Background: an optimization exercise with open tools, aiming at small area and a short achievable clock period. Do not read the settings as production practice.
The RTL was checked by simulation tests, not by an equivalence proof against the original design.

==> run B: inputs <==
==> flow/design.v (excerpt) <==
module multiplier_16bit (
    input  wire clk,
    input  wire rst,
    input  wire signed [15:0] a,
    input  wire signed [15:0] b,
    output reg  signed [31:0] product,
    output reg  signed [15:0] a_out,
    output reg  signed [15:0] b_out
);
    wire [15:0] ag = a;
    wire [31:0] accn = product;
    wire [16:0] x0;    
    wire one0 = b[0] ^ 1'b0;
    wire two0 = (b[1] & ~b[0] & ~1'b0) | (~b[1] & b[0] & 1'b0);
    wire neg0 = b[1];
    assign x0[0] = ((one0 & ag[0]) | (two0 & 1'b0)) ^ neg0;
    assign x0[1] = ((one0 & ag[1]) | (two0 & ag[0])) ^ neg0;
    assign x0[2] = ((one0 & ag[2]) | (two0 & ag[1])) ^ neg0;
    assign x0[3] = ((one0 & ag[3]) | (two0 & ag[2])) ^ neg0;
    assign x0[4] = ((one0 & ag[4]) | (two0 & ag[3])) ^ neg0;
    assign x0[5] = ((one0 & ag[5]) | (two0 & ag[4])) ^ neg0;
    assign x0[6] = ((one0 & ag[6]) | (two0 & ag[5])) ^ neg0;
    assign x0[7] = ((one0 & ag[7]) | (two0 & ag[6])) ^ neg0;
    assign x0[8] = ((one0 & ag[8]) | (two0 & ag[7])) ^ neg0;
    assign x0[9] = ((one0 & ag[9]) | (two0 & ag[8])) ^ neg0;
    assign x0[10] = ((one0 & ag[10]) | (two0 & ag[9])) ^ neg0;
    assign x0[11] = ((one0 & ag[11]) | (two0 & ag[10])) ^ neg0;
    assign x0[12] = ((one0 & ag[12]) | (two0 & ag[11])) ^ neg0;
    assign x0[13] = ((one0 & ag[13]) | (two0 & ag[12])) ^ neg0;
    assign x0[14] = ((one0 & ag[14]) | (two0 & ag[13])) ^ neg0;
    assign x0[15] = ((one0 & ag[15]) | (two0 & ag[14])) ^ neg0;
    assign x0[16] = ~(((one0 & ag[15]) | (two0 & ag[15])) ^ neg0);
    wire [16:0] x1;    
    wire one1 = b[2] ^ b[1];
    wire two1 = (b[3] & ~b[2] & ~b[1]) | (~b[3] & b[2] & b[1]);
    wire neg1 = b[3];
    assign x1[0] = ((one1 & ag[0]) | (two1 & 1'b0)) ^ neg1;
    assign x1[1] = ((one1 & ag[1]) | (two1 & ag[0])) ^ neg1;
    assign x1[2] = ((one1 & ag[2]) | (two1 & ag[1])) ^ neg1;
    assign x1[3] = ((one1 & ag[3]) | (two1 & ag[2])) ^ neg1;
    assign x1[4] = ((one1 & ag[4]) | (two1 & ag[3])) ^ neg1;
    assign x1[5] = ((one1 & ag[5]) | (two1 & ag[4])) ^ neg1;
    assign x1[6] = ((one1 & ag[6]) | (two1 & ag[5])) ^ neg1;
    assign x1[7] = ((one1 & ag[7]) | (two1 & ag[6])) ^ neg1;
    assign x1[8] = ((one1 & ag[8]) | (two1 & ag[7])) ^ neg1;
    assign x1[9] = ((one1 & ag[9]) | (two1 & ag[8])) ^ neg1;
  ...
clock: 20.0 ns
lec_check: 0
abc_area: 1
cap_margin: 20
core_margin: 2
core_utilization: 40
slew_margin: 20
synth_hierarchical: 1
standard.sh (not shown) runs the stock make flow with config.mk's settings and CLKGATE_MAP_FILE= SYNTH_SCRIPT=/design/flow/synth_recipe.tcl, a recipe that flattens the netlist after the stock synthesis.
==> flow/flow/run.sh <==
#!/bin/bash
# The standard synthesis and layout, with these changes to the layout:
#  * the port buffers are the smallest buffer cell (buffer_ports -buffer_cell) instead of
#    the delay-cell buffers buffer_ports picks by itself;
#  * the clock tree uses the buffers in flow/cts_bufs.txt and no dummy loads;
#  * repair_timing aims for extra setup slack (flow/setup_margin.txt, ns) so the resizer
#    speeds up the critical paths. The clock and I/O constraints are unchanged.
set -euo pipefail
# clock tree: small clock buffers and no dummy loads (64 flip-flops need little drive)
export CTS_ARGS="-sink_clustering_enable -repair_clock_nets -buf_list {$(cat flow/cts_bufs.txt)} -dont_use_dummy_load -sink_clustering_size 24 -sink_clustering_max_diameter 120"
export BUFFER_PORTS_ARGS="-buffer_cell sky130_fd_sc_hd__buf_1"
M=$(cat flow/setup_margin.txt)
if [[ "$M" != "0" ]]; then export SETUP_SLACK_MARGIN=$M; fi
S=$(cat flow/move_sequence.txt)
if [[ -n "$S" ]]; then export SETUP_MOVE_SEQUENCE=$S; fi
bash standard.sh synth > synth.log 2>&1
bash standard.sh finish > layout.log 2>&1
==> flow/flow/cts_bufs.txt <==
sky130_fd_sc_hd__clkbuf_8
==> flow/flow/move_sequence.txt <==
unbuffer,sizeup,swap
==> flow/flow/setup_margin.txt <==
10.8
==> inputs of run G, as changes to run B <==
--- a/flow/design.v
+++ b/flow/design.v
@@ -198,39 +198,39 @@
     fa us16 (s12, s14, c11, s16, c17);
     wire s18, c19;
     fa us18 (accn[5], x0[5], x1[3], s18, c19);
     wire s20, c21;
     fa us20 (x2[1], c13, s18, s20, c21);
     wire s22, c23;
-    ha us22 (c15, s20, s22, c23);
+    fa us22 (c15, s20, c17, s22, c23);
     wire s24, c25;
     fa us24 (accn[6], b[7], x0[6], s24, c25);
     wire s26, c27;
     fa us26 (x1[4], x2[2], x3[0], s26, c27);
     wire s28, c29;
     fa us28 (c19, s24, s26, s28, c29);
     wire s30, c31;
-    fa us30 (c21, s28, c23, s30, c31);
+    ha us30 (c21, s28, s30, c31);
     wire s32, c33;
     fa us32 (accn[7], x0[7], x1[5], s32, c33);
     wire s34, c35;
     fa us34 (x2[3], x3[1], c25, s34, c35);
     wire s36, c37;
     fa us36 (c27, s32, s34, s36, c37);
     wire s38, c39;
-    fa us38 (c29, s36, c31, s38, c39);
+    fa us38 (c29, c31, s36, s38, c39);
     wire s40, c41;
     fa us40 (accn[8], b[9], x0[8], s40, c41);
     wire s42, c43;
     fa us42 (x1[6], x2[4], x3[2], s42, c43);
     wire s44, c45;
     fa us44 (x4[0], c33, s40, s44, c45);
     wire s46, c47;
     fa us46 (s42, c35, s44, s46, c47);
     wire s48, c49;
-    ha us48 (c37, s46, s48, c49);
+    fa us48 (c37, s46, c39, s48, c49);
     wire s50, c51;
     fa us50 (accn[9], x0[9], x1[7], s50, c51);
     wire s52, c53;
     fa us52 (x2[5], x3[3], x4[1], s52, c53);
     wire s54, c55;
     fa us54 (c41, c43, s50, s54, c55);
@@ -272,13 +272,13 @@
     fa us90 (c73, c75, s84, s90, c91);
     wire s92, c93;
     fa us92 (s86, s88, c77, s92, c93);
     wire s94, c95;
     fa us94 (s90, c79, s92, s94, c95);
     wire s96, c97;
-    ha us96 (c81, s94, s96, c97);
+    fa us96 (c81, s94, c83, s96, c97);
     wire s98, c99;
     fa us98 (accn[13], x0[13], x1[11], s98, c99);
     wire s100, c101;
     fa us100 (x2[9], x3[7], x4[5], s100, c101);
     wire s102, c103;
     fa us102 (x5[3], x6[1], c85, s102, c103);
@@ -302,13 +302,13 @@
     fa us120 (s112, s114, s116, s120, c121);
     wire s122, c123;
     fa us122 (c103, s118, c105, s122, c123);
     wire s124, c125;
     fa us124 (s120, c107, s122, s124, c125);
     wire s126, c127;
-    ha us126 (c109, s124, s126, c127);
+    fa us126 (c109, s124, c111, s126, c127);
     wire s128, c129;
     fa us128 (accn[15], x0[15], x1[13], s128, c129);
     wire s130, c131;
     fa us130 (x2[11], x3[9], x4[7], s130, c131);
     wire s132, c133;
     fa us132 (x5[5], x6[3], x7[1], s132, c133);
@@ -350,13 +350,13 @@
     fa us168 (c149, s162, s164, s168, c169);
     wire s170, c171;
     fa us170 (c151, s166, c153, s170, c171);
     wire s172, c173;
     fa us172 (s168, c155, s170, s172, c173);
     wire s174, c175;
-    ha us174 (c157, s172, s174, c175);
+    fa us174 (c157, s172, c159, s174, c175);
     wire s176, c177;
     fa us176 (accn[18], x1[16], x2[14], s176, c177);
     wire s178, c179;
     fa us178 (x3[12], x4[10], x5[8], s178, c179);
     wire s180, c181;
     fa us180 (x6[6], x7[4], c161, s180, c181);
@@ -378,13 +378,13 @@
     fa us196 (c177, c179, s192, s196, c197);
     wire s198, c199;
     fa us198 (c181, s194, c183, s198, c199);
     wire s200, c201;
     fa us200 (s196, c185, s198, s200, c201);
     wire s202, c203;
-    ha us202 (c187, s200, s202, c203);
+    fa us202 (c187, s200, c189, s202, c203);
     wire s204, c205;
     fa us204 (accn[20], x2[16], x3[14], s204, c205);
     wire s206, c207;
     fa us206 (x4[12], x5[10], x6[8], s206, c207);
     wire s208, c209;
     fa us208 (x7[6], c191, c193, s208, c209);
@@ -402,13 +402,13 @@
     fa us220 (x7[7], s216, c205, s220, c221);
     wire s222, c223;
     fa us222 (c207, s218, c209, s222, c223);
     wire s224, c225;
     fa us224 (s220, c211, s222, s224, c225);
     wire s226, c227;
-    ha us226 (c213, s224, s226, c227);
+    fa us226 (c213, s224, c215, s226, c227);
     wire s228, c229;
     fa us228 (accn[22], x3[16], x4[14], s228, c229);
     wire s230, c231;
     fa us230 (x5[12], x6[10], x7[8], s230, c231);
     wire s232, c233;
     fa us232 (c217, c219, s228, s232, c233);
@@ -422,13 +422,13 @@
     fa us240 (x5[13], x6[11], x7[9], s240, c241);
     wire s242, c243;
     fa us242 (s238, c229, c231, s242, c243);
     wire s244, c245;
     fa us244 (s240, s242, c233, s244, c245);
     wire s246, c247;
-    ha us246 (c235, s244, s246, c247);
+    fa us246 (c235, s244, c237, s246, c247);
     wire s248, c249;
     fa us248 (accn[24], x4[16], x5[14], s248, c249);
     wire s250, c251;
     fa us250 (x6[12], x7[10], c239, s250, c251);
     wire s252, c253;
     fa us252 (c241, s248, s250, s252, c253);
@@ -463,79 +463,72 @@
     wire s282, c283;
     fa us282 (s280, c277, c279, s282, c283);
     wire s284, c285;
     fa us284 (accn[30], x7[16], c281, s284, c285);
     wire s286, c287;
     fa us286 (accn[31], c285, 1'b1, s286, c287);
-    wire [31:0] r0 = {s286, s284, s282, s278, s274, s268, s262, c247, s246, c227, s226, c203, s202, c175, s174, c143, c127, c111, c97, s96, s82, s70, s58, s48, s38, s30, s22, s16, s10, s6, s2, s0};
-    wire [31:0] r1 = {1'b0, c283, 1'b0, c275, 1'b0, c263, 1'b0, s254, c237, s236, c215, s214, c189, s188, c159, s158, s142, s126, s110, c83, 1'b0, c59, 1'b0, c39, 1'b0, 1'b0, c17, 1'b0, 1'b0, 1'b0, 1'b0, 1'b0};
+    wire [31:0] r0 = {s286, s284, s282, s278, s274, s268, s262, s254, s246, s236, s226, s214, s202, s188, s174, c143, s142, s126, s110, s96, s82, s70, s58, s48, s38, s30, s22, s16, s10, s6, s2, s0};
+    wire [31:0] r1 = {1'b0, c283, 1'b0, c275, 1'b0, c263, 1'b0, c247, 1'b0, c227, 1'b0, c203, 1'b0, c175, 1'b0, s158, c127, 1'b0, c97, 1'b0, 1'b0, c59, 1'b0, 1'b0, 1'b0, c23, 1'b0, 1'b0, 1'b0, 1'b0, 1'b0, 1'b0};
     wire [31:0] sum;
     wire [31:0] p0, gn;
     assign p0[0] = r0[0];
     assign gn[0] = 1'b1;
     assign p0[1] = r0[1];
     assign gn[1] = 1'b1;
     assign p0[2] = r0[2];
     assign gn[2] = 1'b1;
     assign p0[3] = r0[3];
     assign gn[3] = 1'b1;
     assign p0[4] = r0[4];
     assign gn[4] = 1'b1;
-    wire g5;
-    ha upg5 (r0[5], r1[5], p0[5], g5);
-    assign gn[5] = ~g5;
-    assign p0[6] = r0[6];
-    assign gn[6] = 1'b1;
+    assign p0[5] = r0[5];
+    assign gn[5] = 1'b1;
+    wire g6;
+    ha upg6 (r0[6], r1[6], p0[6], g6);
+    assign gn[6] = ~g6;
     assign p0[7] = r0[7];
     assign gn[7] = 1'b1;
-    wire g8;
-    ha upg8 (r0[8], r1[8], p0[8], g8);
-    assign gn[8] = ~g8;
+    assign p0[8] = r0[8];
+    assign gn[8] = 1'b1;
     assign p0[9] = r0[9];
     assign gn[9] = 1'b1;
     wire g10;
     ha upg10 (r0[10], r1[10], p0[10], g10);
     assign gn[10] = ~g10;
     assign p0[11] = r0[11];
     assign gn[11] = 1'b1;
-    wire g12;
-    ha upg12 (r0[12], r1[12], p0[12], g12);
-    assign gn[12] = ~g12;
+    assign p0[12] = r0[12];
+    assign gn[12] = 1'b1;
     wire g13;
     ha upg13 (r0[13], r1[13], p0[13], g13);
     assign gn[13] = ~g13;
-    wire g14;
-    ha upg14 (r0[14], r1[14], p0[14], g14);
-    assign gn[14] = ~g14;
+    assign p0[14] = r0[14];
+    assign gn[14] = 1'b1;
     wire g15;
     ha upg15 (r0[15], r1[15], p0[15], g15);
     assign gn[15] = ~g15;
     wire g16;
     ha upg16 (r0[16], r1[16], p0[16], g16);
     assign gn[16] = ~g16;
-    wire g17;
-    ha upg17 (r0[17], r1[17], p0[17], g17);
-    assign gn[17] = ~g17;
+    assign p0[17] = r0[17];
+    assign gn[17] = 1'b1;
     wire g18;
     ha upg18 (r0[18], r1[18], p0[18], g18);
     assign gn[18] = ~g18;
-    wire g19;
-    ha upg19 (r0[19], r1[19], p0[19], g19);
-    assign gn[19] = ~g19;
+    assign p0[19] = r0[19];
+    assign gn[19] = 1'b1;
     wire g20;
     ha upg20 (r0[20], r1[20], p0[20], g20);
     assign gn[20] = ~g20;
-    wire g21;
-    ha upg21 (r0[21], r1[21], p0[21], g21);
-    assign gn[21] = ~g21;
+    assign p0[21] = r0[21];
+    assign gn[21] = 1'b1;
     wire g22;
     ha upg22 (r0[22], r1[22], p0[22], g22);
     assign gn[22] = ~g22;
-    wire g23;
-    ha upg23 (r0[23], r1[23], p0[23], g23);
-    assign gn[23] = ~g23;
+    assign p0[23] = r0[23];
+    assign gn[23] = 1'b1;
     wire g24;
     ha upg24 (r0[24], r1[24], p0[24], g24);
     assign gn[24] = ~g24;
     assign p0[25] = r0[25];
     assign gn[25] = 1'b1;
     wire g26;
==> flow/flow/run.sh (replaced) <==
#!/bin/bash
# The standard synthesis and layout, with these changes to the layout:
#  * the port buffers are the smallest buffer cell (buffer_ports -buffer_cell) instead of
#    the delay-cell buffers buffer_ports picks by itself;
#  * one tie cell drives all constant inputs;
#  * the clock tree uses the buffers in flow/cts_bufs.txt and no dummy loads;
#  * repair_timing aims for extra setup slack (flow/setup_margin.txt, ns) so the resizer
#    speeds up the critical paths. The clock and I/O constraints are unchanged.
set -euo pipefail
# clock tree: small clock buffers and no dummy loads (64 flip-flops need little drive)
export CTS_ARGS="-sink_clustering_enable -repair_clock_nets -buf_list {$(cat flow/cts_bufs.txt)} -dont_use_dummy_load"
# one tie cell for all constant inputs instead of one per input
export SKIP_REPAIR_TIE_FANOUT=1
export BUFFER_PORTS_ARGS="-buffer_cell sky130_fd_sc_hd__buf_1"
M=$(cat flow/setup_margin.txt)
if [[ "$M" != "0" ]]; then export SETUP_SLACK_MARGIN=$M; fi
S=$(cat flow/move_sequence.txt)
if [[ -n "$S" ]]; then export SETUP_MOVE_SEQUENCE=$S; fi
bash standard.sh synth > synth.log 2>&1
bash standard.sh finish > layout.log 2>&1
- PLACE_DENSITY: not set -> 0.7
==> impl_metrics.json <==
{
  "status": "complete, no violations",
  "routed_wirelength_mm": 21.5,
  "synth_adder_area_share_pct": 37.0,
  "register_to_register_setup_slack_ps": 15890,
  "layout.comb_gates.multi_input": 707
}
-- figures above: run B

==> impl_metrics.json <==
{
  "status": "complete, no violations",
  "register_to_register_setup_slack_ps": 15580,
  "routed_wirelength_mm": 20.2,
  "clockNetworkAreaShare_pct": 1.42,
  "most_flops_register": "product",
  "layout.comb_gates.multi_input": 668,
  "grt.met1_usage_pct": 25.1,
  "synth_adder_area_share_pct": 37.7
}
-- figures above: run G

==> afterwards: timing with drivers on the ports <==
In the flow no input, the clock included, has a driving cell. The finished layouts below were timed again as built, in two steps.
Step 1: set_driving_cell puts a clkbuf_16 on clk and a buf_2 on each other input, an assumption about the parent block.
Step 2 also shifts input and output timing later by t, the mid clock arrival at the registers, as if the neighbouring blocks saw the same clock.
Three values: ideal, step 1, step 2; two values: the first two.
run | shift t [ns] | slack for setup (ns) | worst slew at a driven data input, ns
run B | 0.401 | 11.157 / 11.175 / 10.773 | 0.05
run G | 0.400 | 10.985 / 10.998 / 10.598 | 0.04
After both steps every run listed still meets setup and hold. The setup slack of run G, which loses most, moves by +0.013 ns with the drivers and by -0.387 ns with both steps.
